Optimization exercise on an open flow, not production practice. RTL: at most simulated, not proved equivalent. Function not checked: runs 1 and 2. Clock network not from TritonCTS: every run shown here. The clock port is an ideal driver here. Power: default activity.

==> design/flow/flow/run.sh <==
#!/bin/bash
# Own layout flow: the standard layout (standard.sh) with three changes.
#  1. Synthesis is the standard script (synth_recipe.tcl) with the combinational
#     mapping step changed: no half/full-adder extraction and an area-oriented
#     ABC mapping (flow/area.abc). Registers are made by the same Yosys passes as
#     in the standard synthesis, so they keep their names and cell types.
#  2. Ports are buffered with sky130_fd_sc_hd__buf_1 instead of the default.
#  3. The clock tree is built by flow/cts_pre.tcl (a few clock buffers, each
#     driving one group of nearby clock pins) in place of clock_tree_synthesis.
# Each tool's output goes to a log file of its own in the work folder.
set -euo pipefail
WORK="$(cd "$(dirname "$0")/.." && pwd)"
cd "$WORK"

# synthesis script: the standard one with our mapping step
sed -e "s#@AREA_ABC@#$WORK/flow/area.abc#" flow/synth_pre.tcl > "$WORK/own_synth.tcl"
tail -n +2 synth_recipe.tcl >> "$WORK/own_synth.tcl"

# the standard make line, with our synthesis script
sed -e "s#SYNTH_SCRIPT=[^ ]*#SYNTH_SCRIPT=$WORK/own_synth.tcl#" standard.sh > own_standard.sh

bash own_standard.sh synth > "$WORK/log_synth.txt" 2>&1

export PRE_CTS_TCL="$WORK/flow/cts_pre.tcl"
export BUFFER_PORTS_ARGS="-buffer_cell sky130_fd_sc_hd__buf_1"
bash own_standard.sh > "$WORK/log_layout.txt" 2>&1
test -s out/final.def
==> design/flow/flow/synth_pre.tcl <==
proc synth {args} { yosys synth -nofsm -noshare {*}$args }
# no half/full-adder extraction
proc extract_fa {args} { puts "extract_fa skipped" }
# area-only mapping script in place of the standard one
proc abc {args} {
  set out {}
  set skip 0
  foreach a $args {
    if { $skip } { set skip 0; continue }
    if { $a eq "-script" } { lappend out -script @AREA_ABC@; set skip 1; continue }
    if { $a eq "-D" } { set skip 1; continue }
    lappend out $a
  }
  yosys abc {*}$out
}
==> design/flow/design.v <==
module pcs_8b_10b(clk, reset, tx_rd_in, tx_char_val, tx_data_in, tx_data_out, rx_rd_in, rx_char_val, rx_data_in, rx_data_out);
  input clk ;
  wire clk ;
  input reset ;
  wire reset ;
  input tx_rd_in ;
  wire tx_rd_in ;
  input tx_char_val ;
  wire tx_char_val ;
  input [7:0] tx_data_in ;
  wire [7:0] tx_data_in ;
  output [9:0] tx_data_out ;
  reg [9:0] tx_data_out ;
  input rx_rd_in ;
  wire rx_rd_in ;
  output rx_char_val ;
  input [9:0] rx_data_in ;
  wire [9:0] rx_data_in ;
  output [7:0] rx_data_out ;
  wire [1:0] e000 ;
  wire [9:0] e001 ;
  wire e002 ;
  wire e003 ;
  wire e004 ;
  wire e005 ;
  wire e006 ;
  wire e007 ;
  wire e008 ;
  wire e009 ;
  wire e010 ;
  wire e011 ;
  wire e012 ;
  wire e013 ;
  wire e014 ;
  wire e015 ;
  wire e016 ;
  wire e017 ;
  wire e018 ;
  wire e019 ;
  wire e020 ;
  wire e021 ;
  wire e022 ;
  wire e023 ;
  wire e024 ;
  wire e025 ;
  wire e026 ;
  wire e027 ;
  wire e028 ;
  wire e029 ;
  wire e030 ;
  wire e031 ;
  wire e032 ;
  wire e033 ;
  wire e034 ;
  wire e035 ;
  wire e036 ;
  wire e037 ;
  wire e038 ;
  wire e039 ;
  wire e040 ;
  wire e041 ;
  wire e042 ;
  wire e043 ;
  wire e044 ;
  wire e045 ;
  wire e046 ;
  wire e047 ;
  wire e048 ;
  wire e049 ;
  wire e050 ;
  wire e051 ;
  wire e052 ;
  wire e053 ;
  wire e054 ;
  wire e055 ;
  wire e056 ;
  wire e057 ;
  wire e058 ;
  wire e059 ;
  wire e060 ;
  wire e061 ;
  wire e062 ;
  wire e063 ;
  wire e064 ;
  wire e065 ;
  wire e066 ;
  wire e067 ;
  wire e068 ;
  wire e069 ;
  wire e070 ;
  wire e071 ;
  wire e072 ;
  wire e073 ;
  wire e074 ;
  wire e075 ;
  wire e076 ;
  wire e077 ;
  wire e078 ;
  wire e079 ;
  wire e080 ;
  wire e081 ;
  wire e082 ;
  wire e083 ;
  wire e084 ;
  wire e085 ;
  wire e086 ;
  wire e087 ;
  wire e088 ;
  wire e089 ;
  wire e090 ;
  wire e091 ;
  wire e092 ;
  wire e093 ;
  wire e094 ;
  reg [1:0] e_hi_r ;
  wire [1:0] e_kk_r ;
  reg [3:0] e_lo_r ;
  reg e_rd_r ;
  wire in_k28 ;
  reg k28 ;
  assign e031 = ~e_lo_r[2] ;
  assign e032 = ~e_lo_r[3] ;
  assign e033 = ~e_lo_r[1] ;
  assign e034 = ~(e_lo_r[0] | e_lo_r[2]) ;
  assign e035 = e_lo_r[0] & e_lo_r[2] ;
  assign e036 = e033 ? e034 : e035 ;
  assign e037 = e036 & ~(e032) ;
  assign e038 = e037 & ~(e031) ;
  assign e039 = e034 | e_lo_r[1] ;
  assign e040 = k28 & tx_char_val ;
  assign e041 = tx_char_val & ~(e_kk_r[0]) ;
  assign e042 = ~(e041 | e040) ;
  assign e043 = ~(e042 & e039) ;
  assign e044 = ~(e043 | e038) ;
  assign e045 = ~(tx_char_val | tx_data_in[4]) ;
  assign e046 = ~e036 ;
  assign e047 = e033 & ~(e035) ;
  assign e048 = ~(e047 | e034) ;
  assign e049 = e048 | e_lo_r[3] ;
  assign e050 = e036 & ~(e049) ;
  assign e051 = e038 | ~(e045) ;
  assign e052 = e051 | e050 ;
  assign e053 = ~(e052 | e046) ;
  assign e054 = e045 & ~(e053) ;
  assign e055 = e048 & ~(e032) ;
  assign e056 = e046 & ~(e055) ;
  assign e057 = tx_char_val | ~(tx_data_in[4]) ;
  assign e058 = e056 & ~(e057) ;
  assign e059 = e_rd_r & ~(e058) ;
  assign e060 = e_lo_r[3] ? e046 : e048 ;
  assign e061 = ~(e060 | e059) ;
  assign e062 = e054 ? e061 : e059 ;
  assign e001[8] = e062 ^ e044 ;
  assign e063 = e050 | e_lo_r[2] ;
  assign e064 = e063 & ~(e041) ;
  assign e065 = e064 | e040 ;
  assign e066 = e065 | e053 ;
  assign e001[7] = e066 ^ e062 ;
  assign e067 = ~e040 ;
  assign e068 = e_lo_r[3] & ~(e041) ;
  assign e069 = e068 & ~(e036) ;
  assign e070 = e069 | ~(e067) ;
  assign e001[6] = e070 ^ e062 ;
  assign e071 = e041 & ~(k28) ;
  assign e072 = e052 & ~(e071) ;
  assign e073 = e060 & e054 ;
  assign e074 = e059 & ~(e073) ;
  assign e001[5] = e074 ^ e072 ;
  assign e075 = ~(e060 | e041) ;
  assign e076 = e067 & ~(e075) ;
  assign e077 = ~(e056 & e045) ;
  assign e078 = ~(e077 & e076) ;
  assign e001[4] = e074 ? e076 : e078 ;
  assign e079 = k28 | ~(tx_char_val) ;
  assign e080 = ~(e_hi_r[0] | e_hi_r[1]) ;
  assign e081 = e_hi_r[0] & e_hi_r[1] ;
  assign e082 = ~(e081 ^ e_kk_r[0]) ;
  assign e083 = ~(e082 | e067) ;
  assign e084 = e080 ^ tx_data_in[7] ;
  assign e085 = e084 & ~(tx_char_val) ;
  assign e086 = ~(e085 | e083) ;
  assign e087 = e080 & ~(e086) ;
  assign e088 = e079 & ~(e087) ;
  assign e089 = e_hi_r[0] & tx_char_val ;
  assign e090 = e088 & ~(e089) ;
  assign e091 = e_rd_r & ~(e090) ;
  assign e092 = e_hi_r[0] | e_rd_r ;
  assign e093 = e088 & ~(e092) ;
  assign e094 = e081 | tx_char_val ;
  assign e002 = ~(e094 | e080) ;
  assign e003 = e_rd_r & ~(e002) ;
  assign e004 = e_hi_r[1] & ~(tx_char_val) ;
  assign e005 = e004 & ~(e003) ;
  assign e006 = e005 | e093 ;
  assign e001[2] = e006 | e091 ;
  assign e001[1] = ~(e003 ^ e086) ;
  assign e007 = e002 & tx_data_in[7] ;
  assign e008 = ~e003 ;
  assign e009 = e040 & ~(e_kk_r[0]) ;
  assign e010 = e009 & ~(e080) ;
  assign e011 = e094 & ~(e010) ;
  assign e012 = e011 ? e_rd_r : e008 ;
  assign e001[0] = e012 & ~(e007) ;
  assign e013 = ~(e037 | e_lo_r[0]) ;
  assign e014 = e042 & ~(e013) ;
  assign e001[9] = e014 ^ e062 ;
  assign e015 = e002 | ~(e042) ;
  assign e016 = k28 & ~(e_hi_r[1]) ;
  assign e017 = e041 & ~(e016) ;
  assign e018 = e_hi_r[0] & ~(e017) ;
  assign e019 = e015 & ~(e018) ;
  assign e001[3] = e019 ^ e008 ;
  assign e020 = ~(tx_data_in[0] | tx_data_in[1]) ;
  assign e021 = tx_data_in[2] & tx_data_in[3] ;
  assign e022 = ~(e021 & tx_data_in[4]) ;
  assign in_k28 = e020 & ~(e022) ;
  assign e023 = tx_data_in[0] & tx_data_in[1] ;
  assign e024 = e023 ^ e021 ;
  assign e025 = ~(tx_data_in[6] & tx_data_in[5]) ;
  assign e026 = e025 & ~(e020) ;
  assign e027 = ~(tx_data_in[2] | tx_data_in[3]) ;
  assign e028 = ~(tx_data_in[7] & tx_data_in[4]) ;
  assign e029 = e028 | e027 ;
  assign e030 = e029 | e026 ;
  assign e000[0] = e024 & ~(e030) ;
  always @(posedge clk)
      e_lo_r[0] <= tx_data_in[0] ;
  always @(posedge clk)
      e_lo_r[1] <= tx_data_in[1] ;
  always @(posedge clk)
      e_lo_r[2] <= tx_data_in[2] ;
  always @(posedge clk)
      e_lo_r[3] <= tx_data_in[3] ;
  always @(posedge clk)
      e_hi_r[0] <= tx_data_in[5] ;
  always @(posedge clk)
      e_hi_r[1] <= tx_data_in[6] ;
  always @(posedge clk)
      e_rd_r <= tx_rd_in ;
  reg e_kk_r_reg_0 ;
  always @(posedge clk)
      e_kk_r_reg_0  <= e000[0] ;
  assign e_kk_r[0] = e_kk_r_reg_0 ;
  always @(posedge clk)
      k28 <= in_k28 ;
  always @(posedge clk)
      tx_data_out[0] <= e001[0] ;
  always @(posedge clk)
      tx_data_out[1] <= e001[1] ;
  always @(posedge clk)
      tx_data_out[2] <= e001[2] ;
  always @(posedge clk)
      tx_data_out[3] <= e001[3] ;
  always @(posedge clk)
      tx_data_out[4] <= e001[4] ;
  always @(posedge clk)
      tx_data_out[5] <= e001[5] ;
  always @(posedge clk)
      tx_data_out[6] <= e001[6] ;
  always @(posedge clk)
      tx_data_out[7] <= e001[7] ;
  always @(posedge clk)
      tx_data_out[8] <= e001[8] ;
  always @(posedge clk)
      tx_data_out[9] <= e001[9] ;
  assign e000[1] = in_k28 ;
  assign e_kk_r[1] = k28 ;
  reg rx_char_val ;
  reg [7:0] rx_data_out ;
  wire [7:0] d000 ;
  wire [8:0] d001 ;
  wire d002 ;
  wire d003 ;
  wire d004 ;
  wire d005 ;
  wire d006 ;
  wire d007 ;
  wire d008 ;
  wire d009 ;
  wire d010 ;
  wire d011 ;
  wire d012 ;
  wire d013 ;
  wire d014 ;
  wire d015 ;
  wire d016 ;
  wire d017 ;
  wire d018 ;
  wire d019 ;
  wire d020 ;
  wire d021 ;
  wire d022 ;
  wire d023 ;
  wire d024 ;
  wire d025 ;
  wire d026 ;
  wire d027 ;
  wire d028 ;
  wire d029 ;
  wire d030 ;
  wire d031 ;
  wire d032 ;
  wire d033 ;
  wire d034 ;
  wire d035 ;
  wire d036 ;
  wire d037 ;
  wire d038 ;
  wire d039 ;
  wire d040 ;
  wire d041 ;
  wire d042 ;
  wire d043 ;
  wire d044 ;
  wire d045 ;
  wire d046 ;
  wire d047 ;
  wire d048 ;
  wire d049 ;
  wire d050 ;
  wire d051 ;
  wire d052 ;
  wire d053 ;
  wire d054 ;
  wire d055 ;
  wire d056 ;
  wire d057 ;
  wire d058 ;
  wire d059 ;
  wire d060 ;
  wire d061 ;
  wire d062 ;
  wire d063 ;
  wire d064 ;
  wire d065 ;
  wire d066 ;
  wire d067 ;
  wire d068 ;
  wire d069 ;
  wire d070 ;
  wire d071 ;
  wire d072 ;
  wire d073 ;
  wire d074 ;
  wire d075 ;
  wire d076 ;
  wire d077 ;
  wire d078 ;
  wire d079 ;
  wire d080 ;
  wire d081 ;
  wire d082 ;
  wire d083 ;
  wire d084 ;
  wire d085 ;
  wire d086 ;
  wire d087 ;
  wire d088 ;
  wire d089 ;
  wire d090 ;
  wire d091 ;
  wire d092 ;
  wire d093 ;
  wire d094 ;
  wire d095 ;
  wire d096 ;
  wire d097 ;
  wire d098 ;
  wire d099 ;
  wire d100 ;
  wire [4:0] d5 ;
  reg [7:0] dec_r ;
  wire kc ;
  reg [8:0] sel_r ;
  assign d041 = rx_data_in[6] & rx_data_in[7] ;
  assign d042 = rx_data_in[8] & rx_data_in[9] ;
  assign d043 = d042 & d041 ;
  assign d044 = ~(rx_data_in[6] | rx_data_in[7]) ;
  assign d045 = ~(rx_data_in[8] | rx_data_in[9]) ;
  assign d046 = ~(d045 | d044) ;
  assign d047 = rx_data_in[4] | rx_data_in[5] ;
  assign d048 = ~(d047 | d041) ;
  assign d049 = d048 & ~(d046) ;
  assign d050 = ~(d049 | d043) ;
  assign d051 = d045 & d044 ;
  assign d052 = ~(d042 | d041) ;
  assign d053 = rx_data_in[4] & rx_data_in[5] ;
  assign d054 = d053 & ~(d044) ;
  assign d055 = d054 & ~(d052) ;
  assign d056 = d055 | d051 ;
  assign d057 = d050 & ~(d056) ;
  assign d058 = ~rx_rd_in ;
  assign d059 = ~(d045 | d042) ;
  assign d060 = ~d059 ;
  assign d061 = ~rx_data_in[7] ;
  assign d062 = ~rx_data_in[6] ;
  assign d063 = d062 & ~(d053) ;
  assign d064 = d047 & ~(d063) ;
  assign d065 = d064 ^ d061 ;
  assign d066 = d048 | d054 ;
  assign d067 = d059 & ~(d066) ;
  assign d068 = d065 ? d060 : d067 ;
  assign d069 = rx_data_in[4] | ~(rx_data_in[5]) ;
  assign d070 = rx_data_in[4] & ~(rx_data_in[5]) ;
  assign d071 = rx_data_in[9] & ~(d070) ;
  assign d072 = d071 | ~(d069) ;
  assign d073 = d068 ? d058 : d072 ;
  assign d074 = d073 ^ rx_data_in[7] ;
  assign d5[2] = d057 & ~(d074) ;
  assign d075 = ~rx_data_in[8] ;
  assign d076 = rx_data_in[5] | ~(rx_data_in[9]) ;
  assign d077 = d075 & ~(d076) ;
  assign d078 = ~(d077 | rx_data_in[4]) ;
  assign d079 = rx_data_in[9] | ~(rx_data_in[5]) ;
  assign d080 = rx_data_in[8] & ~(d079) ;
  assign d081 = ~(d080 | d078) ;
  assign d082 = d068 ? rx_rd_in : d081 ;
  assign d083 = d082 ^ d062 ;
  assign d5[3] = d057 & ~(d083) ;
  assign d084 = d061 & ~(d042) ;
  assign d085 = d084 | d045 ;
  assign d086 = d068 ? rx_rd_in : d085 ;
  assign d087 = ~(d086 ^ rx_data_in[5]) ;
  assign d5[4] = d057 & ~(d087) ;
  assign d088 = d073 | rx_data_in[8] ;
  assign d089 = ~d082 ;
  assign d090 = rx_data_in[7] ? d073 : d089 ;
  assign d091 = d088 & ~(d090) ;
  assign d092 = d075 & ~(d082) ;
  assign d093 = d092 | d091 ;
  assign d094 = d074 | d057 ;
  assign d095 = d094 | ~(d093) ;
  assign d096 = rx_data_in[1] & rx_data_in[0] ;
  assign d097 = d096 & rx_data_in[2] ;
  assign d098 = ~(d097 & d070) ;
  assign d099 = ~(rx_data_in[1] | rx_data_in[0]) ;
  assign d100 = rx_data_in[2] | ~(d099) ;
  assign d002 = d100 | d069 ;
  assign d003 = d085 ? d098 : d002 ;
  assign d004 = ~(d003 | d068) ;
  assign d005 = d095 & ~(d004) ;
  assign d006 = ~(rx_data_in[3] | rx_data_in[2]) ;
  assign d007 = rx_data_in[3] & rx_data_in[2] ;
  assign d008 = ~(d007 | d096) ;
  assign d009 = d008 | d006 ;
  assign d010 = ~(d006 | d007) ;
  assign d011 = ~(d099 | d096) ;
  assign d012 = d011 & d010 ;
  assign d013 = d012 | d058 ;
  assign d014 = d009 & ~(d013) ;
  assign d015 = rx_data_in[1] ^ rx_data_in[3] ;
  assign d016 = ~(d015 | d010) ;
  assign d017 = d058 & ~(d009) ;
  assign d018 = d017 | d016 ;
  assign d019 = d018 | d014 ;
  assign kc = ~(d019 | d005) ;
  assign d020 = kc | dec_r[3] ;
  assign d021 = d015 | d011 ;
  assign d022 = rx_data_in[0] ^ rx_rd_in ;
  assign d023 = d021 & ~(d022) ;
  assign d024 = ~(d023 & d004) ;
  assign d025 = ~(d024 | d5[3]) ;
  assign d001[3] = d020 & ~(d025) ;
  assign d5[1] = d057 & ~(d093) ;
  assign d026 = kc | dec_r[2] ;
  assign d027 = ~(d024 | d5[2]) ;
  assign d001[2] = d026 & ~(d027) ;
  assign d028 = rx_data_in[9] | ~(d082) ;
  assign d029 = d073 & ~(rx_data_in[9]) ;
  assign d030 = d090 & ~(d029) ;
  assign d031 = d028 & ~(d030) ;
  assign d5[0] = d057 & ~(d031) ;
  assign d001[1] = kc ? d5[1] : dec_r[1] ;
  assign d032 = d022 ^ d095 ;
  assign d033 = d010 & ~(d032) ;
  assign d000[7] = d011 & ~(d033) ;
  assign d034 = d000[7] ^ d015 ;
  assign d001[6] = kc ? d034 : dec_r[6] ;
  assign d001[7] = kc ? d023 : dec_r[7] ;
  assign d001[4] = kc | dec_r[4] ;
  assign d035 = ~d010 ;
  assign d000[6] = d034 ? d035 : d012 ;
  assign d036 = rx_data_in[2] ? d096 : d099 ;
  assign d000[5] = d034 & ~(d036) ;
  assign d037 = ~rx_data_in[3] ;
  assign d038 = rx_rd_in & ~(d099) ;
  assign d039 = d096 | rx_data_in[3] ;
  assign d040 = d038 ? d037 : d039 ;
  assign d001[5] = kc ? d040 : dec_r[5] ;
  assign d001[0] = kc ? d5[0] : dec_r[0] ;
  always @(posedge clk)
      dec_r[0] <= d5[0] ;
  always @(posedge clk)
      dec_r[1] <= d5[1] ;
  always @(posedge clk)
      dec_r[2] <= d5[2] ;
  always @(posedge clk)
      dec_r[3] <= d5[3] ;
  always @(posedge clk)
      dec_r[4] <= d5[4] ;
  always @(posedge clk)
      dec_r[5] <= d000[5] ;
  always @(posedge clk)
      dec_r[6] <= d000[6] ;
  always @(posedge clk)
      dec_r[7] <= d000[7] ;
  always @(posedge clk)
      sel_r[0] <= d001[0] ;
  always @(posedge clk)
      sel_r[1] <= d001[1] ;
  always @(posedge clk)
      sel_r[2] <= d001[2] ;
  always @(posedge clk)
      sel_r[3] <= d001[3] ;
  always @(posedge clk)
      sel_r[4] <= d001[4] ;
  always @(posedge clk)
      sel_r[5] <= d001[5] ;
  always @(posedge clk)
      sel_r[6] <= d001[6] ;
  always @(posedge clk)
      sel_r[7] <= d001[7] ;
  always @(posedge clk)
      sel_r[8] <= kc ;
  always @(posedge clk)
      rx_data_out[0] <= sel_r[0] ;
  always @(posedge clk)
      rx_data_out[1] <= sel_r[1] ;
  always @(posedge clk)
      rx_data_out[2] <= sel_r[2] ;
  always @(posedge clk)
      rx_data_out[3] <= sel_r[3] ;
  always @(posedge clk)
      rx_data_out[4] <= sel_r[4] ;
  always @(posedge clk)
      rx_data_out[5] <= sel_r[5] ;
  always @(posedge clk)
      rx_data_out[6] <= sel_r[6] ;
  always @(posedge clk)
      rx_data_out[7] <= sel_r[7] ;
  always @(posedge clk)
      rx_char_val <= sel_r[8] ;
  assign d000[4:0] = d5 ;
  assign d001[8] = kc ;
endmodule
==> design/flow/config.mk <==
export PLATFORM = sky130hd
export DESIGN_NAME = pcs_8b_10b
export DESIGN_NICKNAME = pcs_8b_10b
export VERILOG_FILES = /design/flow/design.v
export SDC_FILE = /design/flow/constraint.sdc
export NUM_CORES = 4
export LEC_CHECK = 0
export CAP_MARGIN = 20
export CORE_MARGIN = 2
export CORE_UTILIZATION = 60
export GPL_TIMING_DRIVEN = 0
export PLACE_DENSITY = 0.7
export SLEW_MARGIN = 20
==> design/flow/flow/cts_pre.tcl <==
# Clock tree: the clock pins are split into CLK_GROUPS groups (k-means on their
# positions, default 3) and each group gets one buffer (CLKBUF_CELL, default
# sky130_fd_sc_hd__clkbuf_8) at its centre, driven by the clock port. This
# replaces clock_tree_synthesis for this small design; the rest of the standard
# CTS step (legalisation, timing repair) runs as usual.
proc clock_tree_synthesis { args } {
  set cell sky130_fd_sc_hd__clkbuf_8
  if { [info exists ::env(CLKBUF_CELL)] } { set cell $::env(CLKBUF_CELL) }
  set k 3
  if { [info exists ::env(CLK_GROUPS)] } { set k $::env(CLK_GROUPS) }
  set block [ord::get_db_block]
  set clk_net [$block findNet clk]
  set master [[ord::get_db] findMaster $cell]
  set sinks {}
  set xs {}
  set ys {}
  foreach it [$clk_net getITerms] {
    set box [[$it getInst] getBBox]
    lappend sinks $it
    lappend xs [expr { ([$box xMin] + [$box xMax]) / 2.0 }]
    lappend ys [expr { ([$box yMin] + [$box yMax]) / 2.0 }]
  }
  set n [llength $sinks]
  # initial centres: sinks in x order, evenly spaced
  set order [lsort -real -indices $xs]
  set cx {}
  set cy {}
  for { set g 0 } { $g < $k } { incr g } {
    set i [lindex $order [expr { int(($g + 0.5) * $n / $k) }]]
    lappend cx [lindex $xs $i]
    lappend cy [lindex $ys $i]
  }
  for { set iter 0 } { $iter < 50 } { incr iter } {
    set assign {}
    for { set i 0 } { $i < $n } { incr i } {
      set best 0
      set bd 1e30
      for { set g 0 } { $g < $k } { incr g } {
        set d [expr { abs([lindex $xs $i] - [lindex $cx $g]) + abs([lindex $ys $i] - [lindex $cy $g]) }]
        if { $d < $bd } { set bd $d; set best $g }
      }
      lappend assign $best
    }
    set ncx {}
    set ncy {}
    for { set g 0 } { $g < $k } { incr g } {
      set m 0; set ax 0.0; set ay 0.0
      for { set i 0 } { $i < $n } { incr i } {
        if { [lindex $assign $i] == $g } {
          set ax [expr { $ax + [lindex $xs $i] }]
          set ay [expr { $ay + [lindex $ys $i] }]
          incr m
        }
      }
      if { $m > 0 } {
        lappend ncx [expr { $ax / $m }]
        lappend ncy [expr { $ay / $m }]
      } else {
        lappend ncx [lindex $cx $g]
        lappend ncy [lindex $cy $g]
      }
    }
    set cx $ncx
    set cy $ncy
  }
  for { set g 0 } { $g < $k } { incr g } {
    set buf [odb::dbInst_create $block $master clkbuf_$g]
    set net [odb::dbNet_create $block clknet_$g]
    $net setSigType CLOCK
    set m 0
    for { set i 0 } { $i < $n } { incr i } {
      if { [lindex $assign $i] == $g } {
        set it [lindex $sinks $i]
        $it disconnect
        $it connect $net
        incr m
      }
    }
    [$buf findITerm A] connect $clk_net
    [$buf findITerm X] connect $net
    $buf setLocation [expr { int([lindex $cx $g]) }] [expr { int([lindex $cy $g]) }]
    $buf setPlacementStatus PLACED
    puts "clock buffer clkbuf_$g ($cell) drives $m clock pins"
  }
  set_propagated_clock [all_clocks]
}
==> design/flow/constraint.sdc <==
create_clock -name core_clock -period 4.0 [get_ports {clk}]
set_input_delay 0.8000 -clock core_clock [delete_from_list [all_inputs] [get_ports {clk}]]
set_output_delay 0.8000 -clock core_clock [all_outputs]
set_load 0.01 [all_outputs]
==> design/flow/flow/area.abc <==
strash
&get -n
&dch -f
&nf -R 30 -p -C 32 -F 8
&put
topo
==> design/flow/standard.sh <==
#!/bin/bash
# synth_recipe.tcl (not shown) runs the flow's synth.tcl, then flattens the netlist and writes it again
# the make line also repeats each setting of config.mk as NAME=value (left out here)
make -C /OpenROAD-flow-scripts/flow DESIGN_CONFIG=/design/flow/config.mk WORK_HOME=/design/flow/orfs CLKGATE_MAP_FILE= SYNTH_SCRIPT=/design/flow/synth_recipe.tcl "${@:-finish}"
==> metrics.yaml, run 1 <==
synth_top_area_share_pct: 49.0
critical_path.startpoint: "rx_data_in[5]"
timing_hold_violations_final: 0
yosys.area_share.adder_pct: 1.09
initial_cell_density_of_the_core_pct: 61.7
synth_warnings: 1
met1_length_mm: 1.46
worst-endpoint-required_ns: 4.04
design.portCount: 42
synth.cell_area_um2: 1840
end_kind: "flip-flop"
power.density_nw_per_um2: 449
drc: 0
drive_gt1_share_pct: 1.66
skew_ns: 0.0175
ys_seq_elements: 45
regArea_um2: 901
largest_net_degree_at_the_start_of_global_routing: 18
achievable-frequency_mhz: 275
synth_top_family_by_area: "simple AND/OR/NAND/NOR gates"
synthDominantAreaCellType: "sky130_fd_sc_hd__dfxtp_1"
timing.final.crit_period_ns: 3.63
wl_met2_mm: 1.81
viasPerCell: 5.62
setup-violations-final: 0
finish.cell_count_without_fillers: 274
routabilityCongestion: 0.864
regToRegStartpoint: "e_lo_r[2]"
synth.net_count: 221
yosys.area_share.simple_pct: 18.6
timing.final.crit_share_pct: 90.8
outcome: "no timing/DRC/antenna violations"
synthesis.area_per_instance_um2: 9.28
synth.mux.area_fraction_pct: 4.08
number_of_max_cap_violations: 0
wire_length_on_met3_um: 143
worst_hold_startpoint: "sel_r[2]"
clk-insertion-delay-late_ns: 0.15
drt-wirelength-per-cell_um: 12.5
fp.dieArea_um2: 3520
synthXorXnorAreaFrac_pct: 9.53
final.fill_count: 253
seq_area_frac_synth_pct: 49.0
grt_overflow: 0
path_class: "input port to flip-flop"
die_x_um: 59.3
top_area_cells_in_the_synthesized_netlist: "sky130_fd_sc_hd__dfxtp_1 (49%), sky130_fd_sc_hd__xor2_1 (5.2%), sky130_fd_sc_hd__o21ai_0 (4.6%)"
placedCellCount: 271
leakage_nw: 0.800
std_cell_rows: 20
clkSlewWorstSetupHoldPaths_ns: 0.08
insertedDiodeCount: 0
synth_edf_count: 0
hpwl_mm: 2.68
path_max_fanout: 9
grt_antenna_before_repair: 0
crit_path_start_kind: "input port"
fp.coreArea_um2: 2980
initialDrtViolationCount: 54
place.port_buffers: 40
synth-main-ff-cell: "sky130_fd_sc_hd__dfxtp_1"
number_of_setup_buffers_added_after_cts: 0
vias: 1540
timing.final.max_slew_violations: 0
multiInputGateArea_um2: 930
groute.usage.overall_pct: 19.9
setup_tns_ns: 0
worst-slew-pin-transition_ns: 0.710
max_slew_margin_pct: 52.2
synth_compound_area_share_pct: 17.1
first_global_vias: 1386
grt_pass1_wl_mm: 5.72
postRouteWirelength_mm: 3.44
ys_async_sr_fraction_pct: 0
worstPathArrival_ns: 3.67
detail_route.first_pass.iterations: 4
synth.distinct_cells: 32
syn2layout_area_growth_pct: 12.9
die_height_um: 59.3
post_synthesis_cells: 198
antenna_left: 0
vdd_ir_max_uv: 340
min-delay-path-class: "flip-flop to flip-flop"
nets: 266
top_signal_layer_used: "met4"
unrepaired_setup_endpoints_after_global_routing: "no"
## cell usage in the layout, fill, tap and decap left out, types with 2 or more instances in the layout
cell,instances
sky130_fd_sc_hd__o21ai_0,17
sky130_fd_sc_hd__o22a_1,3
sky130_fd_sc_hd__a211oi_1,2
sky130_fd_sc_hd__clkinv_1,3
sky130_fd_sc_hd__nand3b_1,2
sky130_fd_sc_hd__nand2b_1,12
sky130_fd_sc_hd__nor3_1,4
sky130_fd_sc_hd__nand3_1,3
sky130_fd_sc_hd__xor2_1,11
sky130_fd_sc_hd__maj3_1,2
sky130_fd_sc_hd__a31oi_1,2
sky130_fd_sc_hd__o211ai_1,3
sky130_fd_sc_hd__a21oi_1,16
sky130_fd_sc_hd__dfxtp_1,45
sky130_fd_sc_hd__nor2b_1,3
sky130_fd_sc_hd__mux2i_1,2
sky130_fd_sc_hd__o41ai_1,2
sky130_fd_sc_hd__nand2_1,18
sky130_fd_sc_hd__clkbuf_8,3
sky130_fd_sc_hd__o22ai_1,2
sky130_fd_sc_hd__mux2_1,4
sky130_fd_sc_hd__buf_1,40
sky130_fd_sc_hd__nor2_1,19
sky130_fd_sc_hd__nor3b_1,4
sky130_fd_sc_hd__xnor2_1,9
## kinds of logic (layout without fill, tap and decap cells)
| kind of cell | count (synthesis) | count (layout) |
|---|---|---|
| fa+ha+maj | 2 | 2 |
| xor+xnor | 20 | 20 |
| buf+inv | 3 | 46 |
| mux | 7 | 7 |
| flops | 45 | 45 |
| compound gates | 52 | 52 |
| simple gates | 69 | 69 |
## final timing paths
path,endpoint,slack (ns),cells after the start
worst min-delay path,rx_data_out[2],0.33,0
worst max register to register,tx_data_out[8],1.40,9
worst min register to register,rx_data_out[2],0.33,0
worst max-delay path,sel_r[2],0.37,14
## Yosys cell counts, drive strengths merged (3+ instances only)
cell type / n
xnor2: 9
mux2: 4
dfxtp: 45
nand2b: 12
nor2b: 3
clkinv: 3
nor2: 19
nor3: 4
o22a: 3
mux2i: 3
o21ai: 17
nand3: 3
xor2: 11
o211ai: 3
a21oi: 16
nand2: 18
nor3b: 4
## registers in the layout, indices dropped and copies added, names as in the netlist
name,cells
e_rd_r,1
e_kk_r_reg_0,1
sel_r,9
k28,1
e_hi_r,2
rx_data_out,8
rx_char_val,1
tx_data_out,10
e_lo_r,4
dec_r,8
## worst max-delay path, cell delays in order
cell	delay [ns]
sky130_fd_sc_hd__buf_1	0.18
sky130_fd_sc_hd__maj3_1	0.40
sky130_fd_sc_hd__xor2_1	0.21
sky130_fd_sc_hd__mux2i_2	0.37
sky130_fd_sc_hd__nor2b_1	0.08
sky130_fd_sc_hd__a31oi_1	0.37
sky130_fd_sc_hd__nand2_1	0.11
sky130_fd_sc_hd__o21ai_0	0.13
sky130_fd_sc_hd__o22ai_1	0.13
sky130_fd_sc_hd__nand3b_1	0.15
sky130_fd_sc_hd__nand2_1	0.07
sky130_fd_sc_hd__nand2_1	0.28
sky130_fd_sc_hd__clkinv_1	0.17
sky130_fd_sc_hd__o22a_1	0.22
## layer usage
metal / vias up / global-route usage, %
met4: 0 / 0.974
met5: - / 0
met1: 714 / 23.1
li1: 789 / -
met2: 33 / 40.0
met3: 4 / 2.40
## power by group
group,internal [mW],switching [mW]
Clock,0.0690,0.101
Sequential,0.530,0.0241
Combinational,0.0831,0.124
Total,0.683,0.249
## per-stage QoR
| step | hold WS (ns) | util, % | cell area, um2 | worst slack (ns) | power (mW) |
|---|---|---|---|---|---|
| CTS | 0.332 | 69.5 | 2070 | 0.295 | 0.936 |
| global placement | 0.310 | 68.2 | 2030 | 0.265 | 0.759 |
| floorplan | 0.310 | - | 1840 | 0.792 | 0.696 |
| detailed placement | 0.313 | 68.2 | 2030 | 0.156 | 0.770 |
| global route | 0.341 | 69.7 | 2070 | 0.0106 | 0.989 |
| finish | 0.330 | 69.7 | 2070 | 0.367 | 0.931 |
## timing repair
action	CTS	global route
gates resized for setup	0	1
setup endpoints to repair	0	6
hold endpoints to repair	0	0
hold buffers	0	0
## cell type report
class                      instances  area share (%)
multi-input combinational        150            44.8
timing repair buffer              40            7.24
inverter                           3           0.543
buffer                             3            1.99
sequential                        45            43.4
tap                               33            1.99
==> run 2, diff against run 1 <==
--- a/design/flow/design.v
+++ b/design/flow/design.v
@@ -110,7 +110,4 @@
   wire e090 ;
   wire e091 ;
-  wire e092 ;
-  wire e093 ;
-  wire e094 ;
   reg [1:0] e_hi_r ;
   wire [1:0] e_kk_r ;
@@ -119,109 +116,106 @@
   wire in_k28 ;
   reg k28 ;
-  assign e031 = ~e_lo_r[2] ;
-  assign e032 = ~e_lo_r[3] ;
-  assign e033 = ~e_lo_r[1] ;
-  assign e034 = ~(e_lo_r[0] | e_lo_r[2]) ;
-  assign e035 = e_lo_r[0] & e_lo_r[2] ;
-  assign e036 = e033 ? e034 : e035 ;
-  assign e037 = e036 & ~(e032) ;
-  assign e038 = e037 & ~(e031) ;
-  assign e039 = e034 | e_lo_r[1] ;
-  assign e040 = k28 & tx_char_val ;
-  assign e041 = tx_char_val & ~(e_kk_r[0]) ;
-  assign e042 = ~(e041 | e040) ;
-  assign e043 = ~(e042 & e039) ;
-  assign e044 = ~(e043 | e038) ;
-  assign e045 = ~(tx_char_val | tx_data_in[4]) ;
-  assign e046 = ~e036 ;
-  assign e047 = e033 & ~(e035) ;
-  assign e048 = ~(e047 | e034) ;
-  assign e049 = e048 | e_lo_r[3] ;
-  assign e050 = e036 & ~(e049) ;
-  assign e051 = e038 | ~(e045) ;
-  assign e052 = e051 | e050 ;
-  assign e053 = ~(e052 | e046) ;
-  assign e054 = e045 & ~(e053) ;
-  assign e055 = e048 & ~(e032) ;
-  assign e056 = e046 & ~(e055) ;
-  assign e057 = tx_char_val | ~(tx_data_in[4]) ;
-  assign e058 = e056 & ~(e057) ;
-  assign e059 = e_rd_r & ~(e058) ;
-  assign e060 = e_lo_r[3] ? e046 : e048 ;
-  assign e061 = ~(e060 | e059) ;
-  assign e062 = e054 ? e061 : e059 ;
-  assign e001[8] = e062 ^ e044 ;
-  assign e063 = e050 | e_lo_r[2] ;
-  assign e064 = e063 & ~(e041) ;
-  assign e065 = e064 | e040 ;
-  assign e066 = e065 | e053 ;
-  assign e001[7] = e066 ^ e062 ;
-  assign e067 = ~e040 ;
-  assign e068 = e_lo_r[3] & ~(e041) ;
-  assign e069 = e068 & ~(e036) ;
-  assign e070 = e069 | ~(e067) ;
-  assign e001[6] = e070 ^ e062 ;
-  assign e071 = e041 & ~(k28) ;
-  assign e072 = e052 & ~(e071) ;
-  assign e073 = e060 & e054 ;
-  assign e074 = e059 & ~(e073) ;
-  assign e001[5] = e074 ^ e072 ;
-  assign e075 = ~(e060 | e041) ;
-  assign e076 = e067 & ~(e075) ;
-  assign e077 = ~(e056 & e045) ;
-  assign e078 = ~(e077 & e076) ;
-  assign e001[4] = e074 ? e076 : e078 ;
-  assign e079 = k28 | ~(tx_char_val) ;
-  assign e080 = ~(e_hi_r[0] | e_hi_r[1]) ;
+  assign e074 = e066 & ~(e073) ;
+  assign e075 = e048 | e031 ;
+  assign e076 = e075 | ~(e051) ;
+  assign e077 = ~(e076 & e074) ;
+  assign e001[4] = e057 ? e077 : e074 ;
+  assign e078 = tx_data_in[7] & ~(tx_char_val) ;
+  assign e079 = ~(e_hi_r[0] | e_hi_r[1]) ;
+  assign e080 = e_kk_r[0] | ~(e079) ;
   assign e081 = e_hi_r[0] & e_hi_r[1] ;
-  assign e082 = ~(e081 ^ e_kk_r[0]) ;
-  assign e083 = ~(e082 | e067) ;
-  assign e084 = e080 ^ tx_data_in[7] ;
-  assign e085 = e084 & ~(tx_char_val) ;
-  assign e086 = ~(e085 | e083) ;
-  assign e087 = e080 & ~(e086) ;
-  assign e088 = e079 & ~(e087) ;
-  assign e089 = e_hi_r[0] & tx_char_val ;
-  assign e090 = e088 & ~(e089) ;
-  assign e091 = e_rd_r & ~(e090) ;
-  assign e092 = e_hi_r[0] | e_rd_r ;
-  assign e093 = e088 & ~(e092) ;
-  assign e094 = e081 | tx_char_val ;
-  assign e002 = ~(e094 | e080) ;
-  assign e003 = e_rd_r & ~(e002) ;
-  assign e004 = e_hi_r[1] & ~(tx_char_val) ;
-  assign e005 = e004 & ~(e003) ;
-  assign e006 = e005 | e093 ;
-  assign e001[2] = e006 | e091 ;
-  assign e001[1] = ~(e003 ^ e086) ;
-  assign e007 = e002 & tx_data_in[7] ;
-  assign e008 = ~e003 ;
-  assign e009 = e040 & ~(e_kk_r[0]) ;
-  assign e010 = e009 & ~(e080) ;
-  assign e011 = e094 & ~(e010) ;
-  assign e012 = e011 ? e_rd_r : e008 ;
-  assign e001[0] = e012 & ~(e007) ;
-  assign e013 = ~(e037 | e_lo_r[0]) ;
-  assign e014 = e042 & ~(e013) ;
-  assign e001[9] = e014 ^ e062 ;
-  assign e015 = e002 | ~(e042) ;
-  assign e016 = k28 & ~(e_hi_r[1]) ;
-  assign e017 = e041 & ~(e016) ;
-  assign e018 = e_hi_r[0] & ~(e017) ;
-  assign e019 = e015 & ~(e018) ;
-  assign e001[3] = e019 ^ e008 ;
-  assign e020 = ~(tx_data_in[0] | tx_data_in[1]) ;
-  assign e021 = tx_data_in[2] & tx_data_in[3] ;
-  assign e022 = ~(e021 & tx_data_in[4]) ;
-  assign in_k28 = e020 & ~(e022) ;
-  assign e023 = tx_data_in[0] & tx_data_in[1] ;
-  assign e024 = e023 ^ e021 ;
-  assign e025 = ~(tx_data_in[6] & tx_data_in[5]) ;
-  assign e026 = e025 & ~(e020) ;
-  assign e027 = ~(tx_data_in[2] | tx_data_in[3]) ;
-  assign e028 = ~(tx_data_in[7] & tx_data_in[4]) ;
-  assign e029 = e028 | e027 ;
-  assign e030 = e029 | e026 ;
-  assign e000[0] = e024 & ~(e030) ;
+  assign e082 = e081 | ~(e034) ;
+  assign e083 = e080 & ~(e082) ;
+  assign e084 = ~(e083 | e078) ;
+  assign e085 = e081 | tx_char_val ;
+  assign e086 = ~(e085 | e079) ;
+  assign e087 = e_rd_r & ~(e086) ;
+  assign e088 = e_kk_r[0] | ~(e034) ;
+  assign e089 = e079 ? tx_char_val : e088 ;
+  assign e090 = e089 ^ e087 ;
+  assign e001[1] = e090 ^ e084 ;
+  assign e091 = k28 & ~(e_hi_r[1]) ;
+  assign e002 = tx_char_val & ~(e091) ;
+  assign e003 = e002 | e_hi_r[0] ;
+  assign e004 = e003 | e001[1] ;
+  assign e005 = e034 & ~(e_hi_r[0]) ;
+  assign e006 = tx_char_val & ~(e005) ;
+  assign e007 = e_hi_r[1] & ~(e006) ;
+  assign e008 = e087 ? e006 : e007 ;
+  assign e001[2] = e008 | ~(e004) ;
+  assign e009 = ~tx_data_in[7] ;
+  assign e010 = ~(e086 & e009) ;
+  assign e001[0] = ~(e010 & e090) ;
+  assign e011 = e041 & ~(e_lo_r[1]) ;
+  assign e012 = ~(e011 | e_lo_r[0]) ;
+  assign e013 = e012 | ~(e035) ;
+  assign e001[9] = e013 ^ e060 ;
+  assign e014 = e085 | ~(e_hi_r[1]) ;
+  assign e015 = e033 & ~(e091) ;
+  assign e016 = e015 | e005 ;
+  assign e017 = e016 ^ e087 ;
+  assign e001[3] = e014 & ~(e017) ;
+  assign e018 = tx_data_in[2] & tx_data_in[3] ;
+  assign e019 = tx_data_in[1] | ~(tx_data_in[4]) ;
+  assign e020 = e019 | tx_data_in[0] ;
+  assign in_k28 = e018 & ~(e020) ;
+  assign e021 = tx_data_in[2] | tx_data_in[3] ;
+  assign e022 = tx_data_in[5] & tx_data_in[4] ;
+  assign e023 = ~(e022 & tx_data_in[6]) ;
+  assign e024 = e021 & ~(e023) ;
+  assign e025 = e024 | in_k28 ;
+  assign e026 = ~(tx_data_in[0] & tx_data_in[1]) ;
+  assign e027 = e026 ^ e018 ;
+  assign e028 = e027 | e009 ;
+  assign e000[0] = e025 & ~(e028) ;
+  assign e029 = ~e_lo_r[3] ;
+  assign e030 = ~(e_lo_r[2] & e_lo_r[1]) ;
+  assign e031 = e_lo_r[0] & ~(e030) ;
+  assign e032 = e031 & ~(e029) ;
+  assign e033 = tx_char_val & ~(e_kk_r[0]) ;
+  assign e034 = k28 & tx_char_val ;
+  assign e035 = ~(e034 | e033) ;
+  assign e036 = e035 & ~(e032) ;
+  assign e037 = ~(e_lo_r[2] | e_lo_r[1]) ;
+  assign e038 = e037 & ~(e_lo_r[0]) ;
+  assign e039 = e038 | e_lo_r[1] ;
+  assign e040 = ~(e039 & e036) ;
+  assign e041 = e_lo_r[3] & ~(e_lo_r[2]) ;
+  assign e042 = ~e_rd_r ;
+  assign e043 = e038 | e029 ;
+  assign e044 = e_lo_r[0] & ~(e037) ;
+  assign e045 = e030 & ~(e044) ;
+  assign e046 = e045 & e043 ;
+  assign e047 = ~(e046 | e032) ;
+  assign e048 = tx_char_val | tx_data_in[4] ;
+  assign e049 = ~(e048 | e047) ;
+  assign e050 = e049 & ~(e042) ;
+  assign e051 = e045 | e029 ;
+  assign e052 = e051 | ~(tx_data_in[4]) ;
+  assign e053 = e038 | e031 ;
+  assign e054 = e053 | tx_char_val ;
+  assign e055 = e052 & ~(e054) ;
+  assign e056 = e_rd_r & ~(e055) ;
+  assign e057 = ~(e056 | e050) ;
+  assign e058 = e049 ? e042 : e056 ;
+  assign e059 = ~e058 ;
+  assign e060 = e041 ? e057 : e059 ;
+  assign e001[8] = e060 ^ e040 ;
+  assign e061 = ~e033 ;
+  assign e062 = e038 & ~(e_lo_r[3]) ;
+  assign e063 = ~(e062 | e_lo_r[2]) ;
+  assign e064 = e061 & ~(e063) ;
+  assign e065 = e064 | e034 ;
+  assign e001[7] = e065 ^ e058 ;
+  assign e066 = ~e034 ;
+  assign e067 = e036 & ~(e043) ;
+  assign e068 = e066 & ~(e067) ;
+  assign e001[6] = e068 ^ e060 ;
+  assign e069 = k28 | ~(e033) ;
+  assign e070 = ~(e048 | e032) ;
+  assign e071 = e070 & ~(e062) ;
+  assign e072 = e071 | ~(e069) ;
+  assign e001[5] = e072 ^ e057 ;
+  assign e073 = e061 & ~(e047) ;
   always @(posedge clk)
       e_lo_r[0] <= tx_data_in[0] ;
==> run 2 against run 1 <==
Compared with the run above:
- cell area is 1.6% higher
- hold slack better by 0.0052 ns
- worst setup slack worse by 0.17 ns
- still clean on timing, DRC and antenna
- highest routed layer unchanged
- largest cell class unchanged
==> metrics.yaml, run 2 <==
leakage_nw: 0.808
die_x_um: 59.1
syn2layout_area_growth_pct: 15.6
synth_top_area_share_pct: 49.4
viasPerCell: 5.71
first_global_vias: 1413
path_max_fanout: 7
critical_path.startpoint: "rx_data_in[5]"
postRouteWirelength_mm: 3.46
achievable-frequency_mhz: 263
max_stage_delay_ns: 0.40
largest_register_by_flop_count: "tx_data_out"
post_cts_hold_buffer_count: 0
synth.cell_area_um2: 1820
antenna_left: 0
largest_registers: "tx_data_out: 10 flops, sel_r: 9 flops"
worstPathBufferInverterCount: 1
post-route-worst-setup-slack_ns: 0.194
cpLargestDelayFamily: "compound AO/OA/AOI/OAI gates"
dpl_worst_slack_ns: -0.313
synth-main-ff-cell: "sky130_fd_sc_hd__dfxtp_1"
share_seq_of_total_power_pct: 58.6
power.density_nw_per_um2: 451
finish.utilization_pct: 70.8
seq_area_frac_synth_pct: 49.4
hold-path-cell-count: 0
regToRegStartpoint: "e_lo_r[1]"
routabilityCongestion: 0.899
top_area_cells_in_the_synthesized_netlist: "sky130_fd_sc_hd__dfxtp_1 (49%), sky130_fd_sc_hd__o21ai_0 (5.8%), sky130_fd_sc_hd__xor2_1 (5.3%)"
wl_met2_mm: 1.89
min-delay-path-class: "flip-flop to flip-flop"
worst_setup_path_endpoint: "sel_r[0]"
synth_edf_count: 0
timing.final.crit_share_pct: 95.2
worstPathArrival_ns: 3.85
setup-violations-final: 0
drc: 0
drive_gt1_share_pct: 4.17
synth.distinct_cells: 35
top_signal_layer_used: "met4"
pwr-share-clk_pct: 18.2
skew_ns: 0.0239
wire_length_on_met3_um: 154
slowest_cp_cell: "sky130_fd_sc_hd__maj3_1"
ys_seq_elements: 45
post_synthesis_cells: 194
vias: 1558
netSwitchingPower_uw: 257
ys_async_sr_fraction_pct: 0
synth.most_common_cell: "sky130_fd_sc_hd__dfxtp_1"
std_cell_rows: 20
grt_pass1_wl_mm: 5.64
final_common_cell: "sky130_fd_sc_hd__dfxtp_1"
die_height_um: 59.1
nets: 265
timing_hold_violations_final: 0
crit_path_start_kind: "input port"
layout.cells.most_common_list: "sky130_fd_sc_hd__dfxtp_1 (45), sky130_fd_sc_hd__buf_1 (40), sky130_fd_sc_hd__o21ai_0 (21)"
path_class: "input port to flip-flop"
place.port_buffers: 40
path_cells: "buf_1 > maj3_1 > xor2_1 > mux2i_2 > nor2_1 > a21o_1 > nand2_1 > o21ai_0 > o22a_1 > nor3b_2 > nor2_1 > a311oi_4 > mux2_1"
clkSlewWorstSetupHoldPaths_ns: 0.10
worst-endpoint-required_ns: 4.05
cell_internal_pwr_uw: 694
design.portCount: 42
synthesis.area_per_instance_um2: 9.40
detail_route.first_pass.iterations: 4
synth_warnings: 1
worst-slew-pin-transition_ns: 0.584
met1_length_mm: 1.35
fp.dieArea_um2: 3500
initial_cell_density_of_the_core_pct: 61.2
ff2ff_path_depth: 7
fp.coreArea_um2: 2980
proportion_of_power_drawn_by_combinational_gates_pct: 23.2
number_of_flip_flops_in_the_largest_register: 10
grt_overflow: 0
yosys-top-cells-count: "sky130_fd_sc_hd__dfxtp_1 (45), sky130_fd_sc_hd__o21ai_0 (21), sky130_fd_sc_hd__nor2_1 (18), sky130_fd_sc_hd__a21oi_1 (15), sky130_fd_sc_hd__nand2_1 (15)"
timing.final.max_slew_violations: 0
grt_antenna_before_repair: 0
largest_net_degree_at_the_start_of_global_routing: 19
number_of_max_cap_violations: 0
synthDominantAreaCellType: "sky130_fd_sc_hd__dfxtp_1"
clk-insertion-delay-late_ns: 0.15
max_slew_margin_pct: 60.6
outcome: "no timing/DRC/antenna violations"
hold-worst-slack_ns: 0.335
synth.net_count: 217
cp.depth: 13
timing.final.crit_period_ns: 3.81
vdd_ir_max_uv: 225
insertedDiodeCount: 0
initialDrtViolationCount: 59
groute.usage.overall_pct: 19.9
regToRegEndpoint: "tx_data_out[8]"
unrepaired_setup_endpoints_after_global_routing: "no"
critical_path.most_common_cell: "sky130_fd_sc_hd__nor2_1"
switching_share_pct: 27.0
setup.reg_to_reg.worst_slack_ns: 1.89
end_kind: "flip-flop"
drt-wirelength-per-cell_um: 12.7
hpwl_mm: 2.60
==> run 2: how the worst min path moves through the flow <==
| stage | end | slack, ns | startpoint |
|---|---|---|---|
| finish | rx_data_out[7] | 0.34 | sel_r[7] |
| global route | rx_data_out[0] | 0.34 | sel_r[0] |
| CTS | rx_data_out[0] | 0.34 | sel_r[0] |
| detailed placement | rx_data_out[0] | 0.31 | sel_r[0] |
| global placement | rx_data_out[6] | 0.31 | sel_r[6] |
| floorplan | rx_char_val | 0.31 | sel_r[8] |
==> run 2: per-stage QoR <==
step                instances  total power [mW]  TNS [ns]  cell area, um2
floorplan                 194             0.702         0            1820
global placement          267             0.764     -4.16            2010
detailed placement        267             0.775     -1.37            2020
CTS                       272             0.945         0            2090
global route              273              1.00         0            2110
finish                    273             0.951         0            2110
==> run 2: power by group through the flow <==
| stage | combinational (mW) | sequential (mW) | clock (mW) |
|---|---|---|---|
| 6_report | 0.220 | 0.557 | 0.173 |
| 5_1_grt | 0.245 | 0.566 | 0.191 |
| 4_1_cts | 0.213 | 0.558 | 0.174 |
| 3_5_place_dp | 0.206 | 0.569 | 0 |
| 3_3_place_gp | 0.199 | 0.565 | 0 |
| 2_1_floorplan | 0.116 | 0.585 | 0 |
==> run 2: routing by layer <==
metal	global-route usage [%]	vias to the layer above
li1	-	790
met1	22.1	717
met2	40.6	45
met3	1.31	6
met4	4.22	0
met5	0	-
==> run 2: cell type report <==
| type | count | area [um2] |
|---|---|---|
| buffer | 3 | 41.3 |
| tap | 33 | 41.3 |
| inverter | 5 | 18.8 |
| sequential | 45 | 901 |
| timing repair buffer | 43 | 173 |
| fill | 240 | 870 |
| multi-input combinational | 144 | 933 |
==> run 2: repair_timing <==
| item | CTS | global route |
|---|---|---|
| pin swaps | 1 | 0 |
| resized for setup | 1 | 3 |
| buffers inserted | 2 | 1 |
| endpoints found under the setup margin | 3 | 9 |
==> run 2: worst reg2reg max path, cell delays in order (launching register included) <==
cell	delay [ns]
sky130_fd_sc_hd__dfxtp_1	0.36
sky130_fd_sc_hd__or3_1	0.45
sky130_fd_sc_hd__a21oi_1	0.17
sky130_fd_sc_hd__nor2_1	0.07
sky130_fd_sc_hd__nor3_1	0.25
sky130_fd_sc_hd__mux2i_1	0.31
sky130_fd_sc_hd__mux2i_1	0.20
sky130_fd_sc_hd__xor2_1	0.19
==> run 2: cell families (layout without fill, tap and decap cells) <==
family	count (synthesis)	after routing	share of synthesized area, %
AO/OA/AOI/OAI	57	57	19.4
AND/OR/NAND/NOR	57	57	14.7
flip-flops	45	45	49.4
XOR/XNOR	19	19	9.13
multiplexers	8	8	4.67
buffers and inverters	5	51	1.03
adder cells (fa/ha/maj)	3	3	1.65
==> run 3, diff against run 2 <==
--- a/design/flow/design.v
+++ b/design/flow/design.v
@@ -359,127 +359,119 @@
   wire d095 ;
   wire d096 ;
-  wire d097 ;
-  wire d098 ;
-  wire d099 ;
-  wire d100 ;
   wire [4:0] d5 ;
   reg [7:0] dec_r ;
   wire kc ;
   reg [8:0] sel_r ;
-  assign d041 = rx_data_in[6] & rx_data_in[7] ;
-  assign d042 = rx_data_in[8] & rx_data_in[9] ;
-  assign d043 = d042 & d041 ;
-  assign d044 = ~(rx_data_in[6] | rx_data_in[7]) ;
-  assign d045 = ~(rx_data_in[8] | rx_data_in[9]) ;
-  assign d046 = ~(d045 | d044) ;
-  assign d047 = rx_data_in[4] | rx_data_in[5] ;
-  assign d048 = ~(d047 | d041) ;
-  assign d049 = d048 & ~(d046) ;
-  assign d050 = ~(d049 | d043) ;
-  assign d051 = d045 & d044 ;
-  assign d052 = ~(d042 | d041) ;
-  assign d053 = rx_data_in[4] & rx_data_in[5] ;
-  assign d054 = d053 & ~(d044) ;
-  assign d055 = d054 & ~(d052) ;
-  assign d056 = d055 | d051 ;
-  assign d057 = d050 & ~(d056) ;
-  assign d058 = ~rx_rd_in ;
-  assign d059 = ~(d045 | d042) ;
-  assign d060 = ~d059 ;
-  assign d061 = ~rx_data_in[7] ;
-  assign d062 = ~rx_data_in[6] ;
-  assign d063 = d062 & ~(d053) ;
-  assign d064 = d047 & ~(d063) ;
-  assign d065 = d064 ^ d061 ;
-  assign d066 = d048 | d054 ;
-  assign d067 = d059 & ~(d066) ;
-  assign d068 = d065 ? d060 : d067 ;
-  assign d069 = rx_data_in[4] | ~(rx_data_in[5]) ;
-  assign d070 = rx_data_in[4] & ~(rx_data_in[5]) ;
-  assign d071 = rx_data_in[9] & ~(d070) ;
-  assign d072 = d071 | ~(d069) ;
-  assign d073 = d068 ? d058 : d072 ;
-  assign d074 = d073 ^ rx_data_in[7] ;
-  assign d5[2] = d057 & ~(d074) ;
-  assign d075 = ~rx_data_in[8] ;
-  assign d076 = rx_data_in[5] | ~(rx_data_in[9]) ;
-  assign d077 = d075 & ~(d076) ;
-  assign d078 = ~(d077 | rx_data_in[4]) ;
-  assign d079 = rx_data_in[9] | ~(rx_data_in[5]) ;
-  assign d080 = rx_data_in[8] & ~(d079) ;
-  assign d081 = ~(d080 | d078) ;
-  assign d082 = d068 ? rx_rd_in : d081 ;
-  assign d083 = d082 ^ d062 ;
-  assign d5[3] = d057 & ~(d083) ;
-  assign d084 = d061 & ~(d042) ;
-  assign d085 = d084 | d045 ;
-  assign d086 = d068 ? rx_rd_in : d085 ;
-  assign d087 = ~(d086 ^ rx_data_in[5]) ;
-  assign d5[4] = d057 & ~(d087) ;
-  assign d088 = d073 | rx_data_in[8] ;
-  assign d089 = ~d082 ;
-  assign d090 = rx_data_in[7] ? d073 : d089 ;
-  assign d091 = d088 & ~(d090) ;
-  assign d092 = d075 & ~(d082) ;
-  assign d093 = d092 | d091 ;
-  assign d094 = d074 | d057 ;
-  assign d095 = d094 | ~(d093) ;
-  assign d096 = rx_data_in[1] & rx_data_in[0] ;
-  assign d097 = d096 & rx_data_in[2] ;
-  assign d098 = ~(d097 & d070) ;
-  assign d099 = ~(rx_data_in[1] | rx_data_in[0]) ;
-  assign d100 = rx_data_in[2] | ~(d099) ;
-  assign d002 = d100 | d069 ;
-  assign d003 = d085 ? d098 : d002 ;
-  assign d004 = ~(d003 | d068) ;
-  assign d005 = d095 & ~(d004) ;
-  assign d006 = ~(rx_data_in[3] | rx_data_in[2]) ;
-  assign d007 = rx_data_in[3] & rx_data_in[2] ;
-  assign d008 = ~(d007 | d096) ;
-  assign d009 = d008 | d006 ;
-  assign d010 = ~(d006 | d007) ;
-  assign d011 = ~(d099 | d096) ;
-  assign d012 = d011 & d010 ;
-  assign d013 = d012 | d058 ;
-  assign d014 = d009 & ~(d013) ;
-  assign d015 = rx_data_in[1] ^ rx_data_in[3] ;
-  assign d016 = ~(d015 | d010) ;
-  assign d017 = d058 & ~(d009) ;
-  assign d018 = d017 | d016 ;
-  assign d019 = d018 | d014 ;
-  assign kc = ~(d019 | d005) ;
-  assign d020 = kc | dec_r[3] ;
-  assign d021 = d015 | d011 ;
-  assign d022 = rx_data_in[0] ^ rx_rd_in ;
-  assign d023 = d021 & ~(d022) ;
-  assign d024 = ~(d023 & d004) ;
-  assign d025 = ~(d024 | d5[3]) ;
-  assign d001[3] = d020 & ~(d025) ;
-  assign d5[1] = d057 & ~(d093) ;
-  assign d026 = kc | dec_r[2] ;
-  assign d027 = ~(d024 | d5[2]) ;
-  assign d001[2] = d026 & ~(d027) ;
-  assign d028 = rx_data_in[9] | ~(d082) ;
-  assign d029 = d073 & ~(rx_data_in[9]) ;
-  assign d030 = d090 & ~(d029) ;
-  assign d031 = d028 & ~(d030) ;
-  assign d5[0] = d057 & ~(d031) ;
+  assign d037 = ~rx_data_in[7] ;
+  assign d038 = ~(rx_data_in[4] | rx_data_in[5]) ;
+  assign d039 = rx_data_in[4] & rx_data_in[5] ;
+  assign d040 = d039 | rx_data_in[6] ;
+  assign d041 = d040 & ~(d038) ;
+  assign d042 = d041 ^ d037 ;
+  assign d043 = rx_data_in[8] & rx_data_in[9] ;
+  assign d044 = ~(rx_data_in[8] | rx_data_in[9]) ;
+  assign d045 = d044 | d043 ;
+  assign d046 = ~(rx_data_in[6] | rx_data_in[7]) ;
+  assign d047 = d039 & ~(d046) ;
+  assign d048 = ~(d047 | d043) ;
+  assign d049 = rx_data_in[6] & rx_data_in[7] ;
+  assign d050 = d038 & ~(d049) ;
+  assign d051 = ~(d050 | d044) ;
+  assign d052 = d051 & d048 ;
+  assign d053 = d042 ? d045 : d052 ;
+  assign d054 = rx_data_in[4] | ~(rx_data_in[5]) ;
+  assign d055 = rx_data_in[4] & ~(rx_data_in[5]) ;
+  assign d056 = rx_data_in[9] & ~(d055) ;
+  assign d057 = d054 & ~(d056) ;
+  assign d058 = d053 ? rx_rd_in : d057 ;
+  assign d059 = d058 ^ d037 ;
+  assign d060 = d046 & ~(d051) ;
+  assign d061 = d050 & d044 ;
+  assign d062 = d061 | d060 ;
+  assign d063 = d047 & d043 ;
+  assign d064 = d063 | d049 ;
+  assign d065 = d064 & ~(d048) ;
+  assign d066 = ~(d065 | d062) ;
+  assign d5[2] = d066 & ~(d059) ;
+  assign d067 = ~rx_data_in[8] ;
+  assign d068 = rx_data_in[5] | ~(rx_data_in[9]) ;
+  assign d069 = d067 & ~(d068) ;
+  assign d070 = ~(d069 | rx_data_in[4]) ;
+  assign d071 = rx_data_in[9] | ~(rx_data_in[5]) ;
+  assign d072 = rx_data_in[8] & ~(d071) ;
+  assign d073 = ~(d072 | d070) ;
+  assign d074 = d053 ? rx_rd_in : d073 ;
+  assign d075 = ~(d074 ^ rx_data_in[6]) ;
+  assign d5[3] = d066 & ~(d075) ;
+  assign d076 = d037 & ~(d043) ;
+  assign d077 = d076 | d044 ;
+  assign d078 = d053 ? rx_rd_in : d077 ;
+  assign d079 = ~(d078 ^ rx_data_in[5]) ;
+  assign d5[4] = d066 & ~(d079) ;
+  assign d080 = ~d058 ;
+  assign d081 = ~d074 ;
+  assign d082 = rx_data_in[7] ? d080 : d081 ;
+  assign d083 = d058 & ~(rx_data_in[8]) ;
+  assign d084 = ~(d083 | d082) ;
+  assign d085 = d067 & ~(d074) ;
+  assign d086 = d085 | d084 ;
+  assign d087 = d066 | d059 ;
+  assign d088 = d087 | ~(d086) ;
+  assign d089 = rx_data_in[1] & rx_data_in[0] ;
+  assign d090 = d089 & rx_data_in[2] ;
+  assign d091 = ~(d090 & d055) ;
+  assign d092 = ~(rx_data_in[1] | rx_data_in[0]) ;
+  assign d093 = rx_data_in[2] | ~(d092) ;
+  assign d094 = d093 | d054 ;
+  assign d095 = d077 ? d091 : d094 ;
+  assign d096 = ~(d095 | d053) ;
+  assign d002 = d088 & ~(d096) ;
+  assign d003 = ~(rx_data_in[3] | rx_data_in[2]) ;
+  assign d004 = rx_data_in[3] & rx_data_in[2] ;
+  assign d005 = ~(d004 | d003) ;
+  assign d006 = rx_data_in[1] ^ rx_data_in[3] ;
+  assign d007 = ~(d006 | d005) ;
+  assign d008 = ~rx_rd_in ;
+  assign d009 = d089 & ~(d003) ;
+  assign d010 = d009 | d004 ;
+  assign d011 = ~(d092 | d089) ;
+  assign d012 = d011 & d005 ;
+  assign d013 = rx_rd_in & ~(d012) ;
+  assign d014 = d010 ? d008 : d013 ;
+  assign d015 = d014 | d007 ;
+  assign kc = ~(d015 | d002) ;
+  assign d016 = d006 | d011 ;
+  assign d017 = rx_data_in[0] ^ rx_rd_in ;
+  assign d018 = d016 & ~(d017) ;
+  assign d019 = ~(d018 & d096) ;
+  assign d020 = d019 | d5[3] ;
+  assign d021 = ~(kc | dec_r[3]) ;
+  assign d001[3] = d020 & ~(d021) ;
+  assign d5[1] = d066 & ~(d086) ;
+  assign d022 = d019 | d5[2] ;
+  assign d023 = ~(kc | dec_r[2]) ;
+  assign d001[2] = d022 & ~(d023) ;
+  assign d024 = rx_data_in[9] | ~(d074) ;
+  assign d025 = ~(d058 | rx_data_in[9]) ;
+  assign d026 = d082 & ~(d025) ;
+  assign d027 = d024 & ~(d026) ;
+  assign d5[0] = d066 & ~(d027) ;
   assign d001[1] = kc ? d5[1] : dec_r[1] ;
-  assign d032 = d022 ^ d095 ;
-  assign d033 = d010 & ~(d032) ;
-  assign d000[7] = d011 & ~(d033) ;
-  assign d034 = d000[7] ^ d015 ;
-  assign d001[6] = kc ? d034 : dec_r[6] ;
-  assign d001[7] = kc ? d023 : dec_r[7] ;
+  assign d028 = d017 ^ d088 ;
+  assign d029 = d005 & ~(d028) ;
+  assign d000[7] = d011 & ~(d029) ;
+  assign d030 = d000[7] ^ d006 ;
+  assign d001[6] = kc ? d030 : dec_r[6] ;
+  assign d001[7] = kc ? d018 : dec_r[7] ;
   assign d001[4] = kc | dec_r[4] ;
-  assign d035 = ~d010 ;
-  assign d000[6] = d034 ? d035 : d012 ;
-  assign d036 = rx_data_in[2] ? d096 : d099 ;
-  assign d000[5] = d034 & ~(d036) ;
-  assign d037 = ~rx_data_in[3] ;
-  assign d038 = rx_rd_in & ~(d099) ;
-  assign d039 = d096 | rx_data_in[3] ;
-  assign d040 = d038 ? d037 : d039 ;
-  assign d001[5] = kc ? d040 : dec_r[5] ;
+  assign d031 = ~d005 ;
+  assign d000[6] = d030 ? d031 : d012 ;
+  assign d032 = rx_data_in[2] ? d089 : d092 ;
+  assign d000[5] = d030 & ~(d032) ;
+  assign d033 = ~rx_data_in[3] ;
+  assign d034 = rx_rd_in & ~(d092) ;
+  assign d035 = d089 | rx_data_in[3] ;
+  assign d036 = d034 ? d033 : d035 ;
+  assign d001[5] = kc ? d036 : dec_r[5] ;
   assign d001[0] = kc ? d5[0] : dec_r[0] ;
   always @(posedge clk)
==> run 3 against run 2 <==
Compared with the run above:
- sequential share of layout area increased by 0.64 points
- core utilization increased by 2.6 points
- largest cell class unchanged
- die area decreased by 0.12%
- wire length increased by 0.41%
- critical endpoint is now dec_r[6]
- critical path type unchanged
==> metrics.yaml, run 3 <==
slowest_cp_cell: "sky130_fd_sc_hd__maj3_1"
timing.final.crit_share_pct: 95.1
drive_gt1_share_pct: 3.38
fp.coreArea_um2: 2830
timing.final.max_slew_violations: 0
routabilityCongestion: 0.909
globalRouteMet3Util_pct: 1.09
largest_registers: "tx_data_out: 10 flops, sel_r: 9 flops"
finish.utilization_pct: 73.4
synth_top_area_share_pct: 49.5
worstPathArrival_ns: 3.84
fp.dieArea_um2: 3490
regToRegStartpoint: "e_lo_r[1]"
clk-insertion-delay-late_ns: 0.16
regArea_um2: 901
proportion_of_power_drawn_by_combinational_gates_pct: 22.3
ys_async_sr_fraction_pct: 0
dpl-instance-area_um2: 2010
largest_register_by_flop_count: "tx_data_out"
post_cts_hold_buffer_count: 0
timing.hold.worst_endpoint: "rx_data_out[6]"
leakage_nw: 0.800
timing_hold_violations_final: 0
drc: 0
yosys-top-cells-count: "sky130_fd_sc_hd__dfxtp_1 (45), sky130_fd_sc_hd__nor2_1 (20), sky130_fd_sc_hd__a21oi_1 (19), sky130_fd_sc_hd__nand2_1 (14), sky130_fd_sc_hd__o21ai_0 (14)"
final_common_cell: "sky130_fd_sc_hd__dfxtp_1"
multiInputGateArea_um2: 923
hold-worst-slack_ns: 0.333
skew_ns: 0.0334
initialDrtViolationCount: 125
grt_antenna_before_repair: 0
fin_area_um2: 2080
worst_hold_startpoint: "sel_r[6]"
synth.cell_area_um2: 1820
ys_seq_elements: 45
nets: 262
setup-violations-final: 0
clkSlewWorstSetupHoldPaths_ns: 0.08
die_x_um: 59.1
timing.final.crit_period_ns: 3.80
hpwl_mm: 2.68
max_slew_margin_pct: 72.9
groute.layer.met1.usage_pct: 23.6
end_kind: "flip-flop"
path_class: "input port to flip-flop"
busiest_layer: "met2"
crit_path_start_kind: "input port"
outcome: "no timing/DRC/antenna violations"
power.density_nw_per_um2: 449
syn2layout_area_growth_pct: 14.1
pwr-share-clk_pct: 18.4
synth-main-ff-cell: "sky130_fd_sc_hd__dfxtp_1"
worst-endpoint-required_ns: 4.03
netSwitchingPower_uw: 248
design.portCount: 42
viasPerCell: 5.68
post-route-worst-setup-slack_ns: 0.196
detail_route.first_pass.iterations: 4
drt-wirelength-per-cell_um: 12.9
grt_overflow: 0
synth_edf_count: 0
die_height_um: 59.1
std_cell_rows: 19
place.port_buffers: 40
vdd_ir_max_uv: 281
regToRegEndpoint: "tx_data_out[8]"
postRouteWirelength_mm: 3.47
unrepaired_setup_endpoints_after_global_routing: "no"
dpl_worst_slack_ns: -0.231
setup.reg_to_reg.worst_slack_ns: 1.81
achievable-frequency_mhz: 263
run 3: per-stage QoR:
stage                     power [mW]  std cells
final                          0.932        268
after floorplan                0.689        192
after global placement         0.749        263
after detailed placement       0.761        263
after global routing           0.989        268
after CTS                      0.925        266
run 3: cell families (layout without fill, tap and decap cells):
family,after synthesis,count (layout),share of synthesized area [%]
compound gates,53,53,18.6
xor+xnor,17,17,8.18
fa+ha+maj,3,3,1.65
buf+inv,2,47,0.413
flops,45,45,49.5
mux,8,8,4.74
simple gates,64,64,16.9
run 3: timing repair:
item / 4_1_cts / 5_1_grt
endpoints found under the setup margin: 1 / 2
gates resized for setup: 1 / 3
buffers inserted: 0 / 2
run 3: routing by layer:
| metal | vias up | wire, um |
|---|---|---|
| li1 | 781 | - |
| met1 | 695 | 1370 |
| met4 | 0 | 42 |
| met3 | 5 | 123 |
| met2 | 41 | 1930 |
| met5 | - | 0 |
run 3: cell type report:
cell class	instances	area share (%)
multi-input combinational	145	44.5
sequential	45	43.4
timing repair buffer	42	7.95
buffer	3	1.99
tap	31	1.87
inverter	2	0.361
run 3: how the worst max path moves through the flow:
stage,from,endpoint,slack [ns],depth (start not counted)
after floorplan,rx_data_in[6],dec_r[6],0.42,12
after global placement,rx_data_in[5],dec_r[6],-0.12,13
after detailed placement,rx_data_in[5],dec_r[6],-0.23,13
after CTS,rx_data_in[5],dec_r[6],0.06,14
after global routing,rx_data_in[5],dec_r[6],0.003,14
final,rx_data_in[5],dec_r[6],0.20,14
run 3: power groups by stage:
stage / sequential, mW / combinational (mW) / clock [mW]
finish: 0.552 / 0.208 / 0.172
detailed placement: 0.564 / 0.197 / 0
global route: 0.561 / 0.233 / 0.195
floorplan: 0.580 / 0.110 / 0
CTS: 0.553 / 0.198 / 0.174
global placement: 0.560 / 0.189 / 0
run 3: worst max-delay path, delay by kind of cell:
kind	cells	cell delay, ns
adders and majority gates	1	0.40
and+or+nand+nor	3	0.56
AOI/OAI and AO/OA	6	1.03
xor gates and xnor gates	2	0.51
muxes	1	0.35
buffers and inverters	1	0.17
